Source: an optimization exercise on an open RTL-to-GDS flow (aim: small area). Production flows keep margins and buffers that such runs may drop.
In this exercise RTL edits were held to simulation tests only and were not proved equivalent to the original.
Power figures rest on the tool's default switching activity, not on a simulated workload.

==> flow/design.v, too long to show whole: its modules and the start of the top module <==
// module top: 125 lines
// module srl_addr: 178 lines
// module fa: 4 lines
// module ha: 4 lines
// module srl_weights: 20 lines
// module srl_sum: 3659 lines
module top(
			clk, rst, data_in, data1, data2,
			lut_q_R0, lut_q_R1, lut_q_R2, lut_q_R3,
			lut_q_L0, lut_q_L1, lut_q_L2, lut_q_L3,
			lut_q_U0, lut_q_U1, lut_q_U2, lut_q_U3,
			lut_q_D0, lut_q_D1, lut_q_D2, lut_q_D3,
			out_valid,
			en,
			addr,
			out1, out2, out3, out4,
			addr1, addr2,
			lut_wen, lut_da, lut_db,
			lut_a_R0, lut_a_R1, lut_a_R2, lut_a_R3,
			lut_a_L0, lut_a_L1, lut_a_L2, lut_a_L3,
			lut_a_U0, lut_a_U1, lut_a_U2, lut_a_U3,
			lut_a_D0, lut_a_D1, lut_a_D2, lut_a_D3
			);
  // ...
==> flow/flow/run.sh <==
#!/bin/bash
# Standard layout, with the ports buffered by the smallest buffer and a
# clock tree built without dummy loads from mid-size clock buffers.
set -euo pipefail
export BUFFER_PORTS_ARGS="-buffer_cell sky130_fd_sc_hd__buf_1"
export CTS_ARGS="-sink_clustering_enable -repair_clock_nets -dont_use_dummy_load -buf_list {sky130_fd_sc_hd__clkbuf_8} -sink_clustering_size 20 -sink_clustering_max_diameter 60"
bash standard.sh > flow.log 2>&1
==> flow/standard.sh <==
#!/bin/bash
# synth_recipe.tcl (not shown) runs the flow's synth.tcl, then flattens the netlist and writes it again
# the make line also repeats each setting of config.mk as NAME=value (left out here)
make -C /OpenROAD-flow-scripts/flow DESIGN_CONFIG=/design/flow/config.mk WORK_HOME=/design/flow/orfs CLKGATE_MAP_FILE= SYNTH_SCRIPT=/design/flow/synth_recipe.tcl "${@:-finish}"
==> flow/config.mk <==
export PLATFORM = sky130hd
export DESIGN_NAME = top
export DESIGN_NICKNAME = top
export VERILOG_FILES = /design/flow/design.v
export SDC_FILE = /design/flow/constraint.sdc
export NUM_CORES = 4
export LEC_CHECK = 0
export CAP_MARGIN = 20
export CORE_MARGIN = 2
export CORE_UTILIZATION = 50
export SLEW_MARGIN = 20
export SYNTH_HIERARCHICAL = 1
export SYNTH_MINIMUM_KEEP_SIZE = 0
==> flow/constraint.sdc <==
create_clock -name core_clock -period 12.0 [get_ports {clk}]
set_input_delay 2.4000 -clock core_clock [delete_from_list [all_inputs] [get_ports {clk}]]
set_output_delay 2.4000 -clock core_clock [all_outputs]
set_load 0.01 [all_outputs]
==> qor.csv, run 1 <==
metric,value,unit
status,"complete, no violations",
ys_top_cells_by_count,"dfxtp_1, fa_1, nand2_1",
cts_sinks,3368,
period_minus_slack,11.64,ns
rows,168,
wl_met2,130,mm
nonClkBufAreaFrac,0.0409,
max_slew.worst_pin.slew,1.08,ns
buffers,1059,
post_drt_wl_per_cell,27.8,um
fp.dieW,464,um
hold_end,chain[2092],
seq_share,0.586,
synth_xor_area_frac,0.00620,
ys_dominant_reg_cell,dfxtp_1,
grtUsageMet3,0.0944,
synth.distinct_cells,67,
arrival,12.46,ns
tns,0,ns
power_density,178,nW/um^2
n_fill_cell,17700,
crit_path_end,p2[2],
dp_slack,0.327,ns
hpwl,238,mm
via_count,57700,
drive_gt1_frac,0.0584,
ant_nets,0,
routed_wl,304,mm
setup_ws,0.361,ns
cts-buffers-inserted,201,
synth_async_sr_flop_share,0,
crit_path_start,chain[1625],
critPathBufInv,3,
fp.dieH,464,um
cts_resized,0,
dpl-instance-area,112000,sq um
synth_seq_cells,3368,
dieArea,216000,sq um
r2r_end,p2[2],
cp-end-kind,flop,
critPathKind,flop to flop,
synthMuxAreaShare,0.0134,
slowest_delay,0.70,ns
==> module srl_addr, before the edit <==
module srl_addr(
  input sr,
  input [11:0] A,
  input [6:0] pb, input [6:0] pc, input [2:0] fx,
  output [11:0] o0, output [11:0] o1, output [11:0] o2, output [11:0] o3
);
  wire [3:0] b = pb[6:3] & {4{sr}};
  wire [3:0] nb = ~pb[6:3] & {4{sr}};
  wire [3:0] c = pc[6:3] & {4{sr}};
  wire [2:0] fy = pb[2:0], fz = pc[2:0];
  wire pa_1;
  wire pa_2;
  fa upa_1 (.a(A[0]), .b(c[0]), .c(nb[0]), .s(pa_1), .co(pa_2));
  wire pa_3;
  wire pa_4;
  fa upa_3 (.a(A[1]), .b(c[1]), .c(nb[1]), .s(pa_3), .co(pa_4));
  wire pa_5;
  wire pa_6;
  ha upa_5 (.a(pa_2), .b(pa_3), .s(pa_5), .co(pa_6));
  wire pa_7;
  wire pa_8;
  fa upa_7 (.a(A[2]), .b(c[2]), .c(nb[2]), .s(pa_7), .co(pa_8));
  wire pa_9;
  wire pa_10;
  fa upa_9 (.a(pa_4), .b(pa_7), .c(pa_6), .s(pa_9), .co(pa_10));
  wire pa_11;
  wire pa_12;
  fa upa_11 (.a(A[3]), .b(c[3]), .c(nb[3]), .s(pa_11), .co(pa_12));
  wire pa_13;
  wire pa_14;
  fa upa_13 (.a(pa_8), .b(pa_11), .c(pa_10), .s(pa_13), .co(pa_14));
  wire pa_15;
  wire pa_16;
  fa upa_15 (.a(A[4]), .b(b[0]), .c(pa_12), .s(pa_15), .co(pa_16));
  wire pa_17;
  wire pa_18;
  ha upa_17 (.a(pa_15), .b(pa_14), .s(pa_17), .co(pa_18));
  wire pa_19;
  wire pa_20;
  fa upa_19 (.a(A[5]), .b(b[1]), .c(pa_16), .s(pa_19), .co(pa_20));
  wire pa_21;
  wire pa_22;
  ha upa_21 (.a(pa_19), .b(pa_18), .s(pa_21), .co(pa_22));
  wire pa_23;
  wire pa_24;
  fa upa_23 (.a(A[6]), .b(b[2]), .c(pa_20), .s(pa_23), .co(pa_24));
  wire pa_25;
  wire pa_26;
  ha upa_25 (.a(pa_23), .b(pa_22), .s(pa_25), .co(pa_26));
  wire pa_27;
  wire pa_28;
  fa upa_27 (.a(A[7]), .b(b[3]), .c(pa_24), .s(pa_27), .co(pa_28));
  wire pa_29;
  wire pa_30;
  ha upa_29 (.a(pa_27), .b(pa_26), .s(pa_29), .co(pa_30));
  wire pa_31;
  wire pa_32;
  fa upa_31 (.a(A[8]), .b(pa_28), .c(pa_30), .s(pa_31), .co(pa_32));
  wire pa_33;
  wire pa_34;
  ha upa_33 (.a(A[9]), .b(pa_32), .s(pa_33), .co(pa_34));
  wire pa_35;
  wire pa_36;
  ha upa_35 (.a(A[10]), .b(pa_34), .s(pa_35), .co(pa_36));
  wire pa_37;
  assign pa_37 = A[11] ^ pa_36;
  assign o0 = {pa_37, pa_35, pa_33, pa_31, pa_29, pa_25, pa_21, pa_17, pa_13, pa_9, pa_5, pa_1};
  wire c1 = fx > fy, c2 = fy > fz, c3 = fx > fz, c4 = fz > fy, c5 = fz > fx;
  wire sa = sr & c1 & (c2 | c3);
  wire sb = sr & ~c1 & ~c4;
  wire t240 = sr & ((c1 & c2) | (~c1 & ~c4 & ~c5));
  wire t226 = sr & c1 & ~c2;
  wire t16 = sr & ~c1 & (c4 | c5);
  wire o1_1;
  assign o1_1 = ~o0[0];
  wire o1_2;
  wire o1_3;
  fa uo1_2 (.a(o0[1]), .b(sb), .c(o0[0]), .s(o1_2), .co(o1_3));
  wire o1_4;
  wire o1_5;
  fa uo1_4 (.a(o0[2]), .b(sb), .c(o1_3), .s(o1_4), .co(o1_5));
  wire o1_6;
  wire o1_7;
  fa uo1_6 (.a(o0[3]), .b(sb), .c(o1_5), .s(o1_6), .co(o1_7));
  wire o1_8;
  wire o1_9;
  ha uo1_8 (.a(o0[4]), .b(o1_7), .s(o1_8), .co(o1_9));
  wire o1_10;
  wire o1_11;
  fa uo1_10 (.a(o0[5]), .b(sa), .c(o1_9), .s(o1_10), .co(o1_11));
  wire o1_12;
  wire o1_13;
  fa uo1_12 (.a(o0[6]), .b(sa), .c(o1_11), .s(o1_12), .co(o1_13));
  wire o1_14;
  wire o1_15;
  fa uo1_14 (.a(o0[7]), .b(sa), .c(o1_13), .s(o1_14), .co(o1_15));
  wire o1_16;
  wire o1_17;
  ha uo1_16 (.a(o0[8]), .b(o1_15), .s(o1_16), .co(o1_17));
  wire o1_18;
  wire o1_19;
  ha uo1_18 (.a(o0[9]), .b(o1_17), .s(o1_18), .co(o1_19));
  wire o1_20;
  wire o1_21;
  ha uo1_20 (.a(o0[10]), .b(o1_19), .s(o1_20), .co(o1_21));
  wire o1_22;
  assign o1_22 = o0[11] ^ o1_21;
  assign o1 = {o1_22, o1_20, o1_18, o1_16, o1_14, o1_12, o1_10, o1_8, o1_6, o1_4, o1_2, o1_1};
  wire t4 = t16 | t240, t5 = t226 | t240;
  wire o2_1;
  wire o2_2;
  ha uo2_1 (.a(o0[1]), .b(t226), .s(o2_1), .co(o2_2));
  wire o2_3;
  wire o2_4;
  ha uo2_3 (.a(o0[2]), .b(o2_2), .s(o2_3), .co(o2_4));
  wire o2_5;
  wire o2_6;
  ha uo2_5 (.a(o0[3]), .b(o2_4), .s(o2_5), .co(o2_6));
  wire o2_7;
  wire o2_8;
  fa uo2_7 (.a(o0[4]), .b(t4), .c(o2_6), .s(o2_7), .co(o2_8));
  wire o2_9;
  wire o2_10;
  fa uo2_9 (.a(o0[5]), .b(t5), .c(o2_8), .s(o2_9), .co(o2_10));
  wire o2_11;
  wire o2_12;
  fa uo2_11 (.a(o0[6]), .b(t5), .c(o2_10), .s(o2_11), .co(o2_12));
  wire o2_13;
  wire o2_14;
  fa uo2_13 (.a(o0[7]), .b(t5), .c(o2_12), .s(o2_13), .co(o2_14));
  wire o2_15;
  wire o2_16;
  ha uo2_15 (.a(o0[8]), .b(o2_14), .s(o2_15), .co(o2_16));
  wire o2_17;
  wire o2_18;
  ha uo2_17 (.a(o0[9]), .b(o2_16), .s(o2_17), .co(o2_18));
  wire o2_19;
  wire o2_20;
  ha uo2_19 (.a(o0[10]), .b(o2_18), .s(o2_19), .co(o2_20));
  wire o2_21;
  assign o2_21 = o0[11] ^ o2_20;
  assign o2 = {o2_21, o2_19, o2_17, o2_15, o2_13, o2_11, o2_9, o2_7, o2_5, o2_3, o2_1, o0[0]};
  wire o3_1;
  assign o3_1 = ~o0[0];
  wire o3_2;
  wire o3_3;
  ha uo3_2 (.a(o0[1]), .b(o0[0]), .s(o3_2), .co(o3_3));
  wire o3_4;
  wire o3_5;
  ha uo3_4 (.a(o0[2]), .b(o3_3), .s(o3_4), .co(o3_5));
  wire o3_6;
  wire o3_7;
  ha uo3_6 (.a(o0[3]), .b(o3_5), .s(o3_6), .co(o3_7));
  wire o3_8;
  wire o3_9;
  fa uo3_8 (.a(o0[4]), .b(sr), .c(o3_7), .s(o3_8), .co(o3_9));
  wire o3_10;
  wire o3_11;
  fa uo3_10 (.a(o0[5]), .b(sr), .c(o3_9), .s(o3_10), .co(o3_11));
  wire o3_12;
  wire o3_13;
  fa uo3_12 (.a(o0[6]), .b(sr), .c(o3_11), .s(o3_12), .co(o3_13));
  wire o3_14;
  wire o3_15;
  fa uo3_14 (.a(o0[7]), .b(sr), .c(o3_13), .s(o3_14), .co(o3_15));
  wire o3_16;
  wire o3_17;
  ha uo3_16 (.a(o0[8]), .b(o3_15), .s(o3_16), .co(o3_17));
  wire o3_18;
  wire o3_19;
  ha uo3_18 (.a(o0[9]), .b(o3_17), .s(o3_18), .co(o3_19));
  wire o3_20;
  wire o3_21;
  ha uo3_20 (.a(o0[10]), .b(o3_19), .s(o3_20), .co(o3_21));
  wire o3_22;
  assign o3_22 = o0[11] ^ o3_21;
  assign o3 = {o3_22, o3_20, o3_18, o3_16, o3_14, o3_12, o3_10, o3_8, o3_6, o3_4, o3_2, o3_1};
endmodule
==> module srl_weights, before the edit <==
module srl_weights(input [2:0] fx, input [2:0] fy, input [2:0] fz, output [13:0] w);
  wire gxy = (fx[2] & ~fy[2]) | (~(fx[2] ^ fy[2]) & ((fx[1] & ~fy[1]) | (~(fx[1] ^ fy[1]) & fx[0] & ~fy[0])));
  wire gyz = (fy[2] & ~fz[2]) | (~(fy[2] ^ fz[2]) & ((fy[1] & ~fz[1]) | (~(fy[1] ^ fz[1]) & fy[0] & ~fz[0])));
  wire gxz = (fx[2] & ~fz[2]) | (~(fx[2] ^ fz[2]) & ((fx[1] & ~fz[1]) | (~(fx[1] ^ fz[1]) & fx[0] & ~fz[0])));
  wire [2:0] mx = gxy ? (gxz ? fx : fz) : (gyz ? fy : fz);
  wire [2:0] mn = gxy ? (gyz ? fz : fy) : (gxz ? fz : fx);
  wire [2:0] md = gxy ? (gyz ? fy : (gxz ? fz : fx)) : (gxz ? fx : (gyz ? fz : fy));
  wire b11 = ~mx[0] & md[0];
  wire b12 = (~mx[1] & md[1]) | (~(mx[1] ^ md[1]) & b11);
  wire [2:0] w1 = {mx[2] ^ md[2] ^ b12, mx[1] ^ md[1] ^ b11, mx[0] ^ md[0]};
  wire b21 = ~md[0] & mn[0];
  wire b22 = (~md[1] & mn[1]) | (~(md[1] ^ mn[1]) & b21);
  wire [2:0] w2 = {md[2] ^ mn[2] ^ b22, md[1] ^ mn[1] ^ b21, md[0] ^ mn[0]};
  wire [2:0] a0 = ~mx;
  wire [2:0] w3 = mn;
  wire r1a = a0[1], r1b = ~a0[1] & w1[1];
  wire r2b = w3[1], r2a = ~w3[1] & w2[1];
  wire x12 = a0[1] & w1[1], x22 = w2[1] & w3[1];
  assign w = {w3[2], w2[2], w1[2], a0[2], x22, x12, r2b, r2a, r1b, r1a, w3[0], w2[0], w1[0], a0[0]};
endmodule
==> run 2: changes to the inputs <==
--- a/flow/design.v
+++ b/flow/design.v
@@ -186,17 +186,21 @@
   wire pa_34;
   ha upa_33 (.a(A[9]), .b(pa_32), .s(pa_33), .co(pa_34));
   wire pa_35;
   wire pa_36;
   ha upa_35 (.a(A[10]), .b(pa_34), .s(pa_35), .co(pa_36));
   wire pa_37;
   assign pa_37 = A[11] ^ pa_36;
   assign o0 = {pa_37, pa_35, pa_33, pa_31, pa_29, pa_25, pa_21, pa_17, pa_13, pa_9, pa_5, pa_1};
-  wire c1 = fx > fy, c2 = fy > fz, c3 = fx > fz, c4 = fz > fy, c5 = fz > fx;
+  wire c1 = (fx[2] & ~fy[2]) | ((fx[2] | ~fy[2]) & ((fx[1] & ~fy[1]) | ((fx[1] | ~fy[1]) & fx[0] & ~fy[0])));
+  wire c2 = (fy[2] & ~fz[2]) | ((fy[2] | ~fz[2]) & ((fy[1] & ~fz[1]) | ((fy[1] | ~fz[1]) & fy[0] & ~fz[0])));
+  wire c3 = (fx[2] & ~fz[2]) | ((fx[2] | ~fz[2]) & ((fx[1] & ~fz[1]) | ((fx[1] | ~fz[1]) & fx[0] & ~fz[0])));
+  wire c4 = (fz[2] & ~fy[2]) | ((fz[2] | ~fy[2]) & ((fz[1] & ~fy[1]) | ((fz[1] | ~fy[1]) & fz[0] & ~fy[0])));
+  wire c5 = (fz[2] & ~fx[2]) | ((fz[2] | ~fx[2]) & ((fz[1] & ~fx[1]) | ((fz[1] | ~fx[1]) & fz[0] & ~fx[0])));
   wire sa = sr & c1 & (c2 | c3);
   wire sb = sr & ~c1 & ~c4;
   wire t240 = sr & ((c1 & c2) | (~c1 & ~c4 & ~c5));
   wire t226 = sr & c1 & ~c2;
   wire t16 = sr & ~c1 & (c4 | c5);
   wire o1_1;
   assign o1_1 = ~o0[0];
   wire o1_2;
@@ -306,19 +310,19 @@
   assign s = a ^ b ^ c;
   assign co = (a & b) | (c & (a ^ b));
 endmodule
 module ha(input a, input b, output s, output co);
   assign s = a ^ b;
   assign co = a & b;
 endmodule
 module srl_weights(input [2:0] fx, input [2:0] fy, input [2:0] fz, output [13:0] w);
-  wire gxy = (fx[2] & ~fy[2]) | (~(fx[2] ^ fy[2]) & ((fx[1] & ~fy[1]) | (~(fx[1] ^ fy[1]) & fx[0] & ~fy[0])));
-  wire gyz = (fy[2] & ~fz[2]) | (~(fy[2] ^ fz[2]) & ((fy[1] & ~fz[1]) | (~(fy[1] ^ fz[1]) & fy[0] & ~fz[0])));
-  wire gxz = (fx[2] & ~fz[2]) | (~(fx[2] ^ fz[2]) & ((fx[1] & ~fz[1]) | (~(fx[1] ^ fz[1]) & fx[0] & ~fz[0])));
+  wire gxy = (fx[2] & ~fy[2]) | ((fx[2] | ~fy[2]) & ((fx[1] & ~fy[1]) | ((fx[1] | ~fy[1]) & fx[0] & ~fy[0])));
+  wire gyz = (fy[2] & ~fz[2]) | ((fy[2] | ~fz[2]) & ((fy[1] & ~fz[1]) | ((fy[1] | ~fz[1]) & fy[0] & ~fz[0])));
+  wire gxz = (fx[2] & ~fz[2]) | ((fx[2] | ~fz[2]) & ((fx[1] & ~fz[1]) | ((fx[1] | ~fz[1]) & fx[0] & ~fz[0])));
   wire [2:0] mx = gxy ? (gxz ? fx : fz) : (gyz ? fy : fz);
   wire [2:0] mn = gxy ? (gyz ? fz : fy) : (gxz ? fz : fx);
   wire [2:0] md = gxy ? (gyz ? fy : (gxz ? fz : fx)) : (gxz ? fx : (gyz ? fz : fy));
   wire b11 = ~mx[0] & md[0];
   wire b12 = (~mx[1] & md[1]) | (~(mx[1] ^ md[1]) & b11);
   wire [2:0] w1 = {mx[2] ^ md[2] ^ b12, mx[1] ^ md[1] ^ b11, mx[0] ^ md[0]};
   wire b21 = ~md[0] & mn[0];
   wire b22 = (~md[1] & mn[1]) | (~(md[1] ^ mn[1]) & b21);
@@ -1258,17 +1262,20 @@
   wire s1_446;
   fa us1_445 (.a(s1_443), .b(s1_438), .c(s1_440), .s(s1_445), .co(s1_446));
   wire s1_447;
   assign s1_447 = 1'b1 ^ s1_442 ^ s1_444;
   wire s1_448;
   assign s1_448 = s1_447 ^ s1_446;
   wire [12:0] t1 = {s1_448, s1_445, s1_439, s1_427, s1_403, s1_361, s1_307, s1_253, s1_199, s1_147, s1_97, s1_51, s1_15};
   wire [12:0] R1 = ~t1;
-  assign r1 = R1[12] ? 8'd16 : ((R1[11] || R1[10:3] >= 8'd219) ? 8'd235 : R1[10:3] + 8'd16);
+  wire [7:0] v1 = R1[10:3];
+  wire ge1 = v1[7] & v1[6] & (v1[5] | (v1[4] & v1[3] & (v1[2] | (v1[1] & v1[0]))));
+  wire [3:0] hi1 = {v1[7] ^ (v1[6] & v1[5] & v1[4]), v1[6] ^ (v1[5] & v1[4]), v1[5] ^ v1[4], ~v1[4]};
+  assign r1 = R1[12] ? 8'd16 : ((R1[11] | ge1) ? 8'd235 : {hi1, v1[3:0]});
   wire p2_R2_m0 = ~(wR[0] ? 1'b0 : qR0[16]);
   wire p2_R2_m1 = ~(wR[0] ? qR0[16] : qR0[17]);
   wire p2_R2_m2 = ~(wR[0] ? qR0[17] : qR0[18]);
   wire p2_R2_m3 = ~(wR[0] ? qR0[18] : qR0[19]);
   wire p2_R2_m4 = ~(wR[0] ? qR0[19] : qR0[20]);
   wire p2_R2_m5 = ~(wR[0] ? qR0[20] : qR0[21]);
   wire p2_R2_m6 = ~(wR[0] ? qR0[21] : qR0[22]);
   wire p2_R2_m7 = ~(wR[0] ? qR0[22] : ~qR0[23]);
@@ -2166,17 +2173,20 @@
   wire s2_446;
   fa us2_445 (.a(s2_443), .b(s2_438), .c(s2_440), .s(s2_445), .co(s2_446));
   wire s2_447;
   assign s2_447 = 1'b1 ^ s2_442 ^ s2_444;
   wire s2_448;
   assign s2_448 = s2_447 ^ s2_446;
   wire [12:0] t2 = {s2_448, s2_445, s2_439, s2_427, s2_403, s2_361, s2_307, s2_253, s2_199, s2_147, s2_97, s2_51, s2_15};
   wire [12:0] R2 = ~t2;
-  assign r2 = R2[12] ? 8'd16 : ((R2[11] || R2[10:3] >= 8'd219) ? 8'd235 : R2[10:3] + 8'd16);
+  wire [7:0] v2 = R2[10:3];
+  wire ge2 = v2[7] & v2[6] & (v2[5] | (v2[4] & v2[3] & (v2[2] | (v2[1] & v2[0]))));
+  wire [3:0] hi2 = {v2[7] ^ (v2[6] & v2[5] & v2[4]), v2[6] ^ (v2[5] & v2[4]), v2[5] ^ v2[4], ~v2[4]};
+  assign r2 = R2[12] ? 8'd16 : ((R2[11] | ge2) ? 8'd235 : {hi2, v2[3:0]});
   wire p3_R3_m0 = ~(wR[0] ? 1'b0 : qR0[8]);
   wire p3_R3_m1 = ~(wR[0] ? qR0[8] : qR0[9]);
   wire p3_R3_m2 = ~(wR[0] ? qR0[9] : qR0[10]);
   wire p3_R3_m3 = ~(wR[0] ? qR0[10] : qR0[11]);
   wire p3_R3_m4 = ~(wR[0] ? qR0[11] : qR0[12]);
   wire p3_R3_m5 = ~(wR[0] ? qR0[12] : qR0[13]);
   wire p3_R3_m6 = ~(wR[0] ? qR0[13] : qR0[14]);
   wire p3_R3_m7 = ~(wR[0] ? qR0[14] : ~qR0[15]);
@@ -3074,17 +3084,20 @@
   wire s3_446;
   fa us3_445 (.a(s3_443), .b(s3_438), .c(s3_440), .s(s3_445), .co(s3_446));
   wire s3_447;
   assign s3_447 = 1'b1 ^ s3_442 ^ s3_444;
   wire s3_448;
   assign s3_448 = s3_447 ^ s3_446;
   wire [12:0] t3 = {s3_448, s3_445, s3_439, s3_427, s3_403, s3_361, s3_307, s3_253, s3_199, s3_147, s3_97, s3_51, s3_15};
   wire [12:0] R3 = ~t3;
-  assign r3 = R3[12] ? 8'd16 : ((R3[11] || R3[10:3] >= 8'd219) ? 8'd235 : R3[10:3] + 8'd16);
+  wire [7:0] v3 = R3[10:3];
+  wire ge3 = v3[7] & v3[6] & (v3[5] | (v3[4] & v3[3] & (v3[2] | (v3[1] & v3[0]))));
+  wire [3:0] hi3 = {v3[7] ^ (v3[6] & v3[5] & v3[4]), v3[6] ^ (v3[5] & v3[4]), v3[5] ^ v3[4], ~v3[4]};
+  assign r3 = R3[12] ? 8'd16 : ((R3[11] | ge3) ? 8'd235 : {hi3, v3[3:0]});
   wire p4_R4_m0 = ~(wR[0] ? 1'b0 : qR0[0]);
   wire p4_R4_m1 = ~(wR[0] ? qR0[0] : qR0[1]);
   wire p4_R4_m2 = ~(wR[0] ? qR0[1] : qR0[2]);
   wire p4_R4_m3 = ~(wR[0] ? qR0[2] : qR0[3]);
   wire p4_R4_m4 = ~(wR[0] ? qR0[3] : qR0[4]);
   wire p4_R4_m5 = ~(wR[0] ? qR0[4] : qR0[5]);
   wire p4_R4_m6 = ~(wR[0] ? qR0[5] : qR0[6]);
   wire p4_R4_m7 = ~(wR[0] ? qR0[6] : ~qR0[7]);
@@ -3982,10 +3995,13 @@
   wire s4_446;
   fa us4_445 (.a(s4_443), .b(s4_438), .c(s4_440), .s(s4_445), .co(s4_446));
   wire s4_447;
   assign s4_447 = 1'b1 ^ s4_442 ^ s4_444;
   wire s4_448;
   assign s4_448 = s4_447 ^ s4_446;
   wire [12:0] t4 = {s4_448, s4_445, s4_439, s4_427, s4_403, s4_361, s4_307, s4_253, s4_199, s4_147, s4_97, s4_51, s4_15};
   wire [12:0] R4 = ~t4;
-  assign r4 = R4[12] ? 8'd16 : ((R4[11] || R4[10:3] >= 8'd219) ? 8'd235 : R4[10:3] + 8'd16);
+  wire [7:0] v4 = R4[10:3];
+  wire ge4 = v4[7] & v4[6] & (v4[5] | (v4[4] & v4[3] & (v4[2] | (v4[1] & v4[0]))));
+  wire [3:0] hi4 = {v4[7] ^ (v4[6] & v4[5] & v4[4]), v4[6] ^ (v4[5] & v4[4]), v4[5] ^ v4[4], ~v4[4]};
+  assign r4 = R4[12] ? 8'd16 : ((R4[11] | ge4) ? 8'd235 : {hi4, v4[3:0]});
 endmodule
==> flow/flow/run.sh (replaced) <==
#!/bin/bash
# Standard layout, with the ports buffered by the smallest buffer and a
# clock tree built without dummy loads from mid-size clock buffers.
set -euo pipefail
export BUFFER_PORTS_ARGS="-buffer_cell sky130_fd_sc_hd__buf_1"
export CTS_ARGS="-sink_clustering_enable -repair_clock_nets -dont_use_dummy_load -buf_list {sky130_fd_sc_hd__clkbuf_8} -sink_clustering_size 23 -sink_clustering_max_diameter 50"
bash standard.sh > flow.log 2>&1
==> run 2 against run 1 <==
Net effect: clock-buffer cell count fell by 2; critical path depth down 1; sequential cell count did not move; sequential power about the same; critical path type unchanged; highest routed layer unchanged.
==> qor.csv, run 2 <==
metric,value,unit,change
cts_hold_buf,0,,unchanged
via_count,57900,,was 57700
cts-buffers-inserted,199,,was 201
dp_cells,10600,,about the same
htreeDepth,4,,unchanged
dp_slack,0.482,ns,was 0.327 ns
final_cells,10900,,about the same
irDropWorstVdd,0.718,mV,was 0.294 mV
synth_edf_count,0,,unchanged
fp.dieH,463,um,was 464 um
drv_cap,0,,unchanged
final_area,115000,sq um,about the same
cp_max_fo,11,,was 15
status,"complete, no violations",,unchanged
synth_top_area_share,0.639,,was 0.636
setup_viol,0,,unchanged
cp-end-kind,flop,,unchanged
synthesis.area,106000,sq um,about the same
largest_reg_flops,3206,,unchanged
ys_top_cells_by_count,"dfxtp_1, fa_1, nand2_1",,unchanged
dieArea,215000,sq um,was 216000 sq um
grt_pass1_wl,431,mm,was 428 mm
slew_violations,0,,unchanged
crit_family,adder cells,,unchanged
tritoncts,built,,unchanged
fp.dieW,463,um,was 464 um
worstHoldPathType,flop to flop,,unchanged
post-route-period-util,0.964,,was 0.970
clock_latency,1.00,ns,about the same
overflow,0,,unchanged
synthTopCellsByArea,"dfxtp_1, fa_1, a22oi_1, nand2_1, buf_4",,"was dfxtp_1, fa_1, a22oi_1, ha_1, nand2_1"
dpl-instance-area,112000,sq um,about the same
finalPower,21.6,mW,was 20.4 mW
synth.largest_area_cell,dfxtp_1,,unchanged
syn_inst,7160,,was 7152
reg.largest.list,"chain: 3206 flops, lut_da: 32 flops, lut_db: 32 flops",,unchanged
area_growth,8.66,%,was 8.54%
power_density,188,nW/um^2,was 178 nW/um^2
synth.avg_cell_area,14.7,sq um,was 14.8 sq um
synth_async_sr_flop_share,0,,unchanged
synth.distinct_cells,75,,was 67
drive_gt1_frac,0.0599,,was 0.0584
firstDrtPassIters,7,,was 6
coreArea,210000,sq um,about the same
cpMostUsedCell,fa_1,,unchanged
clk_pin_slew,0.12,ns,was 0.11 ns
rsz0062_at_grt,false,,unchanged
clk_root_buffer_cell,clkbuf_8,,unchanged
slowest_delay,0.64,ns,was 0.70 ns
cts_sinks,3368,,unchanged
p_leak,41.3,nW,was 41.8 nW
n_fill_cell,17500,,was 17700
place_congestion,1.01,,was 0.976
tns,0,ns,unchanged
rows,168,,unchanged
port_buffers,912,,unchanged
arrival,12.29,ns,was 12.46 ns
hold_viol_final,0,,unchanged
grt_usage,0.283,,was 0.280
vias_per_cell,5.31,,was 5.28
post_drt_wl_per_cell,28.1,um,was 27.8 um
drc,0,,unchanged
whs,0.219,ns,was 0.246 ns
hpwl,234,mm,was 238 mm
nets,9695,,was 9784
critPathKind,flop to flop,,unchanged
setup_ws,0.430,ns,was 0.361 ns
grt_pass1_vias,58800,,was 58400
antenna_found_initial,215,,was 193
synth_seq_cells,3368,,unchanged
ys_dominant_reg_cell,dfxtp_1,,unchanged
ant_nets,0,,unchanged
layout_commonest_cell,dfxtp_1,,unchanged
slew_headroom,0.207,,was 0.281
grt_max_degree,64,,was 82
fin_util,0.547,,about the same
ys_seq_area_frac,0.639,,was 0.636
fmax,0.0864,GHz,was 0.0859 GHz
final_cell_mix,"dfxtp_1, fa_1, buf_1",,unchanged
io_pins,916,,unchanged
clk_path_buf_depth,3,,unchanged
critPathBufInv,3,,unchanged
yosysMostFrequentCell,dfxtp_1,,unchanged
routed_wl,306,mm,was 304 mm
max_slew.worst_pin.slew,1.19,ns,was 1.08 ns
first_iter_violations,5578,,was 5640
yosys_warnings,7,,unchanged
start_kind,flop,,unchanged
period_minus_slack,11.57,ns,was 11.64 ns
crit_required,12.72,ns,was 12.82 ns
largest_register,chain,,unchanged
start_util,0.503,,was 0.504
critPathSlowestCell,a221oi_1,,was xnor3_2
fin_skew,0.168,ns,was 0.105 ns
==> run 2: changes by cell type in the layout (fill, tap and decap cells not counted), moves of 14 or more <==
| cell | delta |
|---|---|
| mux2i_1 | -14 |
| ha_1 | -80 |
| nor2b_1 | +20 |
| a31oi_1 | +24 |
| inv_1 | -17 |
| nand2_1 | +15 |
| buf_4 | -17 |
| nor3_1 | +18 |
| nand2b_1 | +24 |
| nor2_1 | -16 |
==> run 2: path summary, 6_finish.rpt <==
kind	from	endpoint	slack [ns]	depth (start not counted)
max	chain[1611]	p1[1]	0.43	31
min	chain[2010]	chain[2017]	0.22	0
max reg2reg	chain[1611]	p1[1]	0.43	31
min reg2reg	chain[2010]	chain[2017]	0.22	0
==> run 2: what timing repair did <==
action / 4_1_cts / 5_1_grt
resized for setup: 0 / 1
endpoints found under the setup margin: 0 / 10
setup buffers: 0 / 4
==> run 2: cells by family (layout without fill, tap and decap cells) <==
kind of cell               count (synthesis)  after routing  synth area share
and+or+nand+nor                          999            999            0.0455
muxes                                    125            125            0.0119
DFF                                     3368           3368             0.639
buffers and inverters                    605           1420            0.0305
adders and majority gates               1129           1129             0.204
other                                      3            121          0.000107
xor gates and xnor gates                  63             63           0.00608
AOI/OAI and AO/OA                        868            868            0.0627
==> run 2: layer usage <==
metal	vias up	track usage	routed length [um]
met3	799	0.108	34300
met2	3076	0.394	126000
met4	90	0.140	15500
met1	29100	0.386	129000
li1	24900	-	-
met5	-	0.00357	662
==> run 2: cell type report <==
class	instances	area (sq um)	area share
Inverter	169	634	0.00553
Multi-Input combinational cell	3206	35400	0.308
Antenna cell	99	248	0.00216
Sequential cell	3368	67400	0.588
Tap cell	2805	3510	0.0306
Clock buffer	199	2740	0.0239
Timing Repair Buffer	1052	4760	0.0415
==> run 2: power by group <==
part	switching [mW]	internal (mW)	leakage (nW)
clock	2.97	1.49	1.43
combinational	3.37	2.35	12.7
sequential	0.0591	11.3	27.2
total	6.41	15.2	41.3
==> run 2: per-module statistics from Yosys (local to each module, per instance) <==
module | cells inside | cell area (sq um) | flip-flops and latches
srl_weights | 89 | 592 | 0
ha | 1 | 12.5 | 0
fa | 1 | 20.0 | 0
top | 3711 | 69500 | 3368
srl_sum | 1609 | 9820 | 0
srl_addr | 100 | 728 | 0
==> run 3: changes to the inputs <==
==> flow/flow/run.sh (replaced) <==
#!/bin/bash
# Standard layout, with the ports buffered by the smallest buffer and a
# clock tree built without dummy loads from mid-size clock buffers.
set -euo pipefail
export BUFFER_PORTS_ARGS="-buffer_cell sky130_fd_sc_hd__buf_1"
export CTS_ARGS="-sink_clustering_enable -repair_clock_nets -dont_use_dummy_load -buf_list {sky130_fd_sc_hd__clkbuf_8} -sink_clustering_size 20 -sink_clustering_max_diameter 60"
bash standard.sh > flow.log 2>&1
==> run 3 against run 2 <==
Net effect: still clean; core utilization hardly changed; critical path type unchanged; wire length hardly changed; critical path depth stayed put; power hardly changed; critical endpoint is now p1[2]; via count is 0.26% higher; register-to-register slack better by 0.02 ns.
==> qor.csv, run 3 <==
metric,value,unit,change
synth_top_area_share,0.639,,unchanged
power.switching,6.40,mW,was 6.41 mW
tns,0,ns,unchanged
syn_inst,7160,,unchanged
arrival,12.25,ns,was 12.29 ns
critPathBufInv,3,,unchanged
nets,9696,,was 9695
vias_per_cell,5.32,,was 5.31
pwr-share-clk,0.207,,about the same
rsz0062_at_grt,false,,unchanged
area_growth,8.70,%,was 8.66%
crit_family,adder cells,,unchanged
cp_max_fo,11,,unchanged
cts_sinks,3368,,unchanged
drive_gt1_frac,0.0600,,was 0.0599
coreArea,210000,sq um,unchanged
clk_root_buffer_cell,clkbuf_8,,unchanged
combPwrFrac,0.265,,about the same
synth.avg_cell_area,14.7,sq um,unchanged
clock_latency,0.97,ns,was 1.00 ns
fin_skew,0.115,ns,was 0.168 ns
htreeDepth,4,,unchanged
max_slew.worst_pin.slew,1.18,ns,was 1.19 ns
synth_async_sr_flop_share,0,,unchanged
internal-power,15.2,mW,about the same
largest_register,chain,,unchanged
grt_pass1_vias,58800,,about the same
ys_dominant_reg_cell,dfxtp_1,,unchanged
p_sw_frac,0.297,,about the same
setup_ws,0.449,ns,was 0.430 ns
r2r.worst_path.cells,31,,unchanged
overflow,0,,unchanged
post_drt_wl_per_cell,28.0,um,was 28.1 um
setup_viol,0,,unchanged
rows,168,,unchanged
synth_edf_count,0,,unchanged
hpwl,234,mm,unchanged
layout_commonest_cell,dfxtp_1,,unchanged
n_fill_cell,17500,,about the same
cts-buffers-inserted,199,,unchanged
fmax,0.0866,GHz,was 0.0864 GHz
hold_viol_final,0,,unchanged
synthesis.area,106000,sq um,unchanged
post-route-period-util,0.963,,was 0.964
crit_required,12.70,ns,was 12.72 ns
path_depth,31,,unchanged
ys_seq_area_frac,0.639,,unchanged
critPathKind,flop to flop,,unchanged
start_kind,flop,,unchanged
fp.dieW,463,um,unchanged
reg.largest.list,"chain: 3206 flops, lut_da: 32 flops, lut_db: 32 flops",,unchanged
drc,0,,unchanged
worstHoldPathType,flop to flop,,unchanged
clk_pin_slew,0.11,ns,was 0.12 ns
slew_violations,0,,unchanged
finalPower,21.6,mW,about the same
slowest_delay,0.64,ns,about the same
cp-end-kind,flop,,unchanged
p_leak,41.3,nW,about the same
dp_slack,0.482,ns,unchanged
synthTopCellsByArea,"dfxtp_1, fa_1, a22oi_1, nand2_1, buf_4",,unchanged
fp.dieH,463,um,unchanged
yosysMostFrequentCell,dfxtp_1,,unchanged
pwr-share-seq,0.528,,about the same
multi_input_comb_area,35400,sq um,unchanged
whs_path_depth,0,,unchanged
first_iter_violations,5548,,was 5578
synth_seq_cells,3368,,unchanged
status,"complete, no violations",,unchanged
antenna_found_initial,211,,was 215
routed_wl,306,mm,about the same
place_congestion,1.01,,unchanged
firstDrtPassIters,7,,unchanged
ys_top_cells_by_count,"dfxtp_1, fa_1, nand2_1",,unchanged
start_util,0.503,,unchanged
grt_pass1_wl,431,mm,about the same
seq_area,67400,sq um,unchanged
clk_path_buf_depth,3,,unchanged
irDropWorstVdd,0.709,mV,was 0.718 mV
drv_cap,0,,unchanged
io_pins,916,,unchanged
period_minus_slack,11.55,ns,was 11.57 ns
synth.distinct_cells,75,,unchanged
final_cell_mix,"dfxtp_1, fa_1, buf_1",,unchanged
largest_reg_flops,3206,,unchanged
slew_headroom,0.214,,was 0.207
ant_nets,0,,unchanged
dieArea,215000,sq um,unchanged
critPathSlowestCell,a221oi_1,,unchanged
power_density,188,nW/um^2,about the same
port_buffers,912,,unchanged
grt_usage,0.283,,about the same
cpMostUsedCell,fa_1,,unchanged
final_cells,10900,,about the same
tritoncts,built,,unchanged
grt_max_degree,64,,unchanged
dp_cells,10600,,unchanged
via_count,58000,,was 57900
yosys_warnings,7,,unchanged
synth.largest_area_cell,dfxtp_1,,unchanged
[run 3: cell count changes in the layout (fill, tap and decap cells not counted)]
cell	delta
diode_2	+14
buf_4	+1
[run 3: what timing repair did]
action | in CTS | in global routing
hold buffers | 0 | 0
setup buffers | 0 | 5
setup endpoints to repair | 0 | 8
gates resized for setup | 0 | 1
[run 3: power groups by stage]
stage	Clock, mW	Sequential, mW	Combinational (mW)
finish	4.46	11.4	5.72
global route	5.05	11.4	6.26
CTS	4.65	11.4	5.69
detailed placement	0	11.6	5.65
global placement	0	11.7	5.58
floorplan	0	11.6	3.94
[run 3: worst paths after layout]
kind,startpoint,end,slack [ns]
worst max-delay path,chain[1611],p1[2],0.45
worst min-delay path,chain[1819],chain[1826],0.23
worst max register to register,chain[1611],p1[2],0.45
worst min register to register,chain[1819],chain[1826],0.23
[run 3: Yosys stat by module, one instance, submodules excluded]
module / cells inside / cell area [sq um] / copies in the design
fa: 1 / 20.0 / 988
ha: 1 / 12.5 / 96
srl_addr: 100 / 728 / 4
srl_sum: 1609 / 9820 / 1
srl_weights: 89 / 592 / 4
top: 3711 / 69500 / 1
[run 3: kinds of logic after synthesis]
kind of cell               share of synthesized area
muxes                                         0.0119
DFF                                            0.639
and+or+nand+nor                               0.0455
AOI/OAI and AO/OA                             0.0627
other                                       0.000107
buffers and inverters                         0.0305
adders and majority gates                      0.204
xor gates and xnor gates                     0.00608
[run 3: stage by stage]
step | hold slack [ns] | util | cell area [sq um]
2_1_floorplan | 0.310 | - | 106000
3_3_place_gp | 0.310 | 0.532 | 112000
3_5_place_dp | 0.312 | 0.532 | 112000
4_1_cts | 0.207 | 0.545 | 114000
5_1_grt | 0.201 | 0.547 | 115000
6_report | 0.228 | 0.547 | 115000
[run 3: layout make-up]
| type | instances | area share |
|---|---|---|
| sequential | 3368 | 0.588 |
| multi-input combinational | 3206 | 0.308 |
| timing repair buffer | 1053 | 0.0416 |
| tap | 2805 | 0.0306 |
| clock buffer | 199 | 0.0239 |
| inverter | 169 | 0.00553 |
| antenna | 113 | 0.00246 |
[run 3: per-layer routing]
layer	vias to the layer above	global-route usage	part of all wire
li1	24900	-	-
met1	29200	0.386	0.42
met2	3115	0.392	0.41
met3	764	0.109	0.11
met4	82	0.144	0.051
met5	-	0	0.0016
==> run 4: changes to the inputs <==
--- a/flow/config.mk
+++ b/flow/config.mk
@@ -5,9 +5,9 @@
 export SDC_FILE = /design/flow/constraint.sdc
 export NUM_CORES = 4
 export LEC_CHECK = 0
-export CAP_MARGIN = 20
+export CAP_MARGIN = 5
 export CORE_MARGIN = 2
 export CORE_UTILIZATION = 50
-export SLEW_MARGIN = 20
+export SLEW_MARGIN = 5
 export SYNTH_HIERARCHICAL = 1
 export SYNTH_MINIMUM_KEEP_SIZE = 0
==> run 4 against run 3 <==
Net effect: sequential share of layout area rose by 0.054 points; wire length hardly changed; non-clock buffer count down 3; power about the same; clock-buffer cell count down 2.
==> qor.csv, run 4 <==
metric,value,unit,change
nets,9691,,was 9696
area_growth,8.60,%,was 8.70%
synth.avg_cell_area,14.7,sq um,unchanged
p_leak,41.2,nW,was 41.3 nW
dp_slack,0.475,ns,was 0.482 ns
grt_pass1_wl,431,mm,about the same
overflow,0,,unchanged
hold_viol_final,0,,unchanged
cp_max_fo,21,,was 11
yosys_warnings,7,,unchanged
hpwl,234,mm,about the same
syn_inst,7160,,unchanged
drive_gt1_frac,0.0592,,was 0.0600
status,"complete, no violations",,unchanged
start_util,0.503,,unchanged
tns,0,ns,unchanged
via_count,57800,,was 58000
final_cell_mix,"dfxtp_1, fa_1, buf_1",,unchanged
first_iter_violations,5534,,was 5548
clk_root_buffer_cell,clkbuf_8,,unchanged
clk_pin_slew,0.11,ns,about the same
tritoncts,built,,unchanged
yosysMostFrequentCell,dfxtp_1,,unchanged
largest_reg_flops,3206,,unchanged
n_fill_cell,17500,,about the same
worstHoldPathType,flop to flop,,unchanged
synthTopCellsByArea,"dfxtp_1, fa_1, a22oi_1, nand2_1, buf_4",,unchanged
crit_required,12.69,ns,was 12.70 ns
critPathSlowestCell,dfxtp_1,,was a221oi_1
place_congestion,1.01,,unchanged
whs,0.198,ns,was 0.228 ns
antenna_found_initial,217,,was 211
slew_violations,0,,unchanged
drc,0,,unchanged
rsz0062_at_grt,false,,unchanged
port_buffers,912,,unchanged
fin_skew,0.167,ns,was 0.115 ns
fp.dieW,463,um,unchanged
layout_commonest_cell,dfxtp_1,,unchanged
period_minus_slack,11.70,ns,was 11.55 ns
dieArea,215000,sq um,unchanged
ys_seq_area_frac,0.639,,unchanged
ys_dominant_reg_cell,dfxtp_1,,unchanged
htreeDepth,4,,unchanged
start_kind,flop,,unchanged
irDropWorstVdd,0.683,mV,was 0.709 mV
synth.distinct_cells,75,,unchanged
fmax,0.0855,GHz,was 0.0866 GHz
ys_top_cells_by_count,"dfxtp_1, fa_1, nand2_1",,unchanged
arrival,12.38,ns,was 12.25 ns
slew_headroom,0.174,,was 0.214
slowest_delay,0.80,ns,was 0.64 ns
post-route-period-util,0.975,,was 0.963
critPathKind,flop to flop,,unchanged
io_pins,916,,unchanged
grt_usage,0.284,,was 0.283
reg.largest.list,"chain: 3206 flops, lut_da: 32 flops, lut_db: 32 flops",,unchanged
synth_async_sr_flop_share,0,,unchanged
grt_pass1_vias,58900,,was 58800
cts-buffers-inserted,197,,was 199
max_slew.worst_pin.slew,1.24,ns,was 1.18 ns
drv_cap,0,,unchanged
largest_register,chain,,unchanged
ant_nets,0,,unchanged
rows,168,,unchanged
cts_resized,0,,unchanged
fp.dieH,463,um,unchanged
cpMostUsedCell,fa_1,,unchanged
synth_top_area_share,0.639,,unchanged
clk_path_buf_depth,3,,unchanged
synth.largest_area_cell,dfxtp_1,,unchanged
synth_seq_cells,3368,,unchanged
cp-end-kind,flop,,unchanged
post_drt_wl_per_cell,28.1,um,was 28.0 um
fin_util,0.546,,was 0.547
firstDrtPassIters,7,,unchanged
clock_latency,1.01,ns,was 0.97 ns
synth_edf_count,0,,unchanged
routed_wl,306,mm,about the same
coreArea,210000,sq um,unchanged
cts_sinks,3368,,unchanged
grt_max_degree,64,,unchanged
vias_per_cell,5.30,,was 5.32
setup_viol,0,,unchanged
setup_ws,0.304,ns,was 0.449 ns
synthesis.area,106000,sq um,unchanged
power_density,188,nW/um^2,about the same
## run 4: cell counts after synthesis
Identical to the previous run, type by type.
## run 4: area by class of cell
class / count / area, sq um / share of cell area
sequential: 3368 / 67400 / 0.588
multi-input combinational: 3206 / 35400 / 0.308
timing repair buffer: 1050 / 4740 / 0.0413
tap: 2805 / 3510 / 0.0306
clock buffer: 197 / 2710 / 0.0237
inverter: 169 / 634 / 0.00553
antenna: 102 / 255 / 0.00223
## run 4: layer usage
metal,vias to the layer above,GRT usage,wire length [um]
li1,24900,-,-
met1,28900,0.385,130000
met2,3071,0.393,126000
met3,796,0.111,34400
met4,96,0.143,14700
met5,-,0,588
## run 4: worst paths after layout
path	startpoint	to	slack [ns]	depth (start not counted)
setup / recovery	chain[1610]	p4[1]	0.30	31
hold / removal	chain[792]	chain[799]	0.20	0
setup reg to reg	chain[1610]	p4[1]	0.30	31
hold reg to reg	chain[792]	chain[799]	0.20	0
## run 4: kinds of logic after synthesis
kind of cell               count (synthesis)  synth area share
adders and majority gates               1129             0.204
xor gates and xnor gates                  63           0.00608
AOI/OAI and AO/OA                        868            0.0627
other                                      3          0.000107
DFF                                     3368             0.639
muxes                                    125            0.0119
buffers and inverters                    605            0.0305
and+or+nand+nor                          999            0.0455
## run 4: report_power, final
group | switching [mW] | leakage (nW) | internal (mW)
Sequential | 0.0601 | 27.2 | 11.3
Combinational | 3.38 | 12.7 | 2.35
Clock | 2.97 | 1.42 | 1.47
## run 4: metrics by stage
stage / instance area (sq um) / std cells / total power, mW
after floorplan: 106000 / 7179 / 15.6
after global placement: 112000 / 10600 / 17.2
after detailed placement: 112000 / 10600 / 17.3
after CTS: 114000 / 10800 / 21.7
after global routing: 115000 / 10900 / 22.7
final: 115000 / 10900 / 21.6
## run 4: repair_timing
item	4_1_cts	5_1_grt
setup buffers	0	3
setup endpoints to repair	0	9
hold buffers	0	0
## run 4: critical path, delay by kind of cell, from the launching register on
family / cells / cell delay (ns)
DFF: 1 / 0.80
AOI/OAI and AO/OA: 6 / 1.52
xor gates and xnor gates: 3 / 0.82
adders and majority gates: 17 / 7.26
and+or+nand+nor: 3 / 0.67
buffers and inverters: 2 / 0.35
## run 4: Yosys stat by module, one instance, submodules excluded
module / area, sq um / times used / cells / flops+latches
ha: 12.5 / 96 / 1 / 0
fa: 20.0 / 988 / 1 / 0
srl_sum: 9820 / 1 / 1609 / 0
srl_weights: 592 / 4 / 89 / 0
srl_addr: 728 / 4 / 100 / 0
top: 69500 / 1 / 3711 / 3368

==> afterwards: timing with drivers on the ports <==
Ports are ideal in the flow. The routed layouts listed here were re-timed in OpenROAD. Step 1 (the two cells are an assumption about what drives the block):
set clk [get_ports {clk}]
set_driving_cell -lib_cell sky130_fd_sc_hd__clkbuf_16 $clk
set_driving_cell -lib_cell sky130_fd_sc_hd__buf_2 [delete_from_list [all_inputs] $clk]
Step 2 adds t to the input delays and takes it off the output delays; t is the mean of the earliest and latest rising clock arrival at the registers after step 1. Input paths then give back, and output paths get back, about the clock's delay inside the block. Three values: ideal, step 1, step 2; two values: the first two.
run | t, ns | setup WS [ns] | latest minus earliest clock arrival (ns)
run 1 | 1.021 | 0.361 / 0.361 / 0.361 | 0.157 / 0.156
run 2 | 1.008 | 0.430 / 0.430 / 0.430 | 0.193 / 0.194
run 3 | 0.990 | 0.449 / 0.449 / 0.449 | 0.175 / 0.175
run 4 | 1.015 | 0.304 / 0.304 / 0.304 | 0.185 / 0.184
After both steps setup and hold are still met in every run listed.
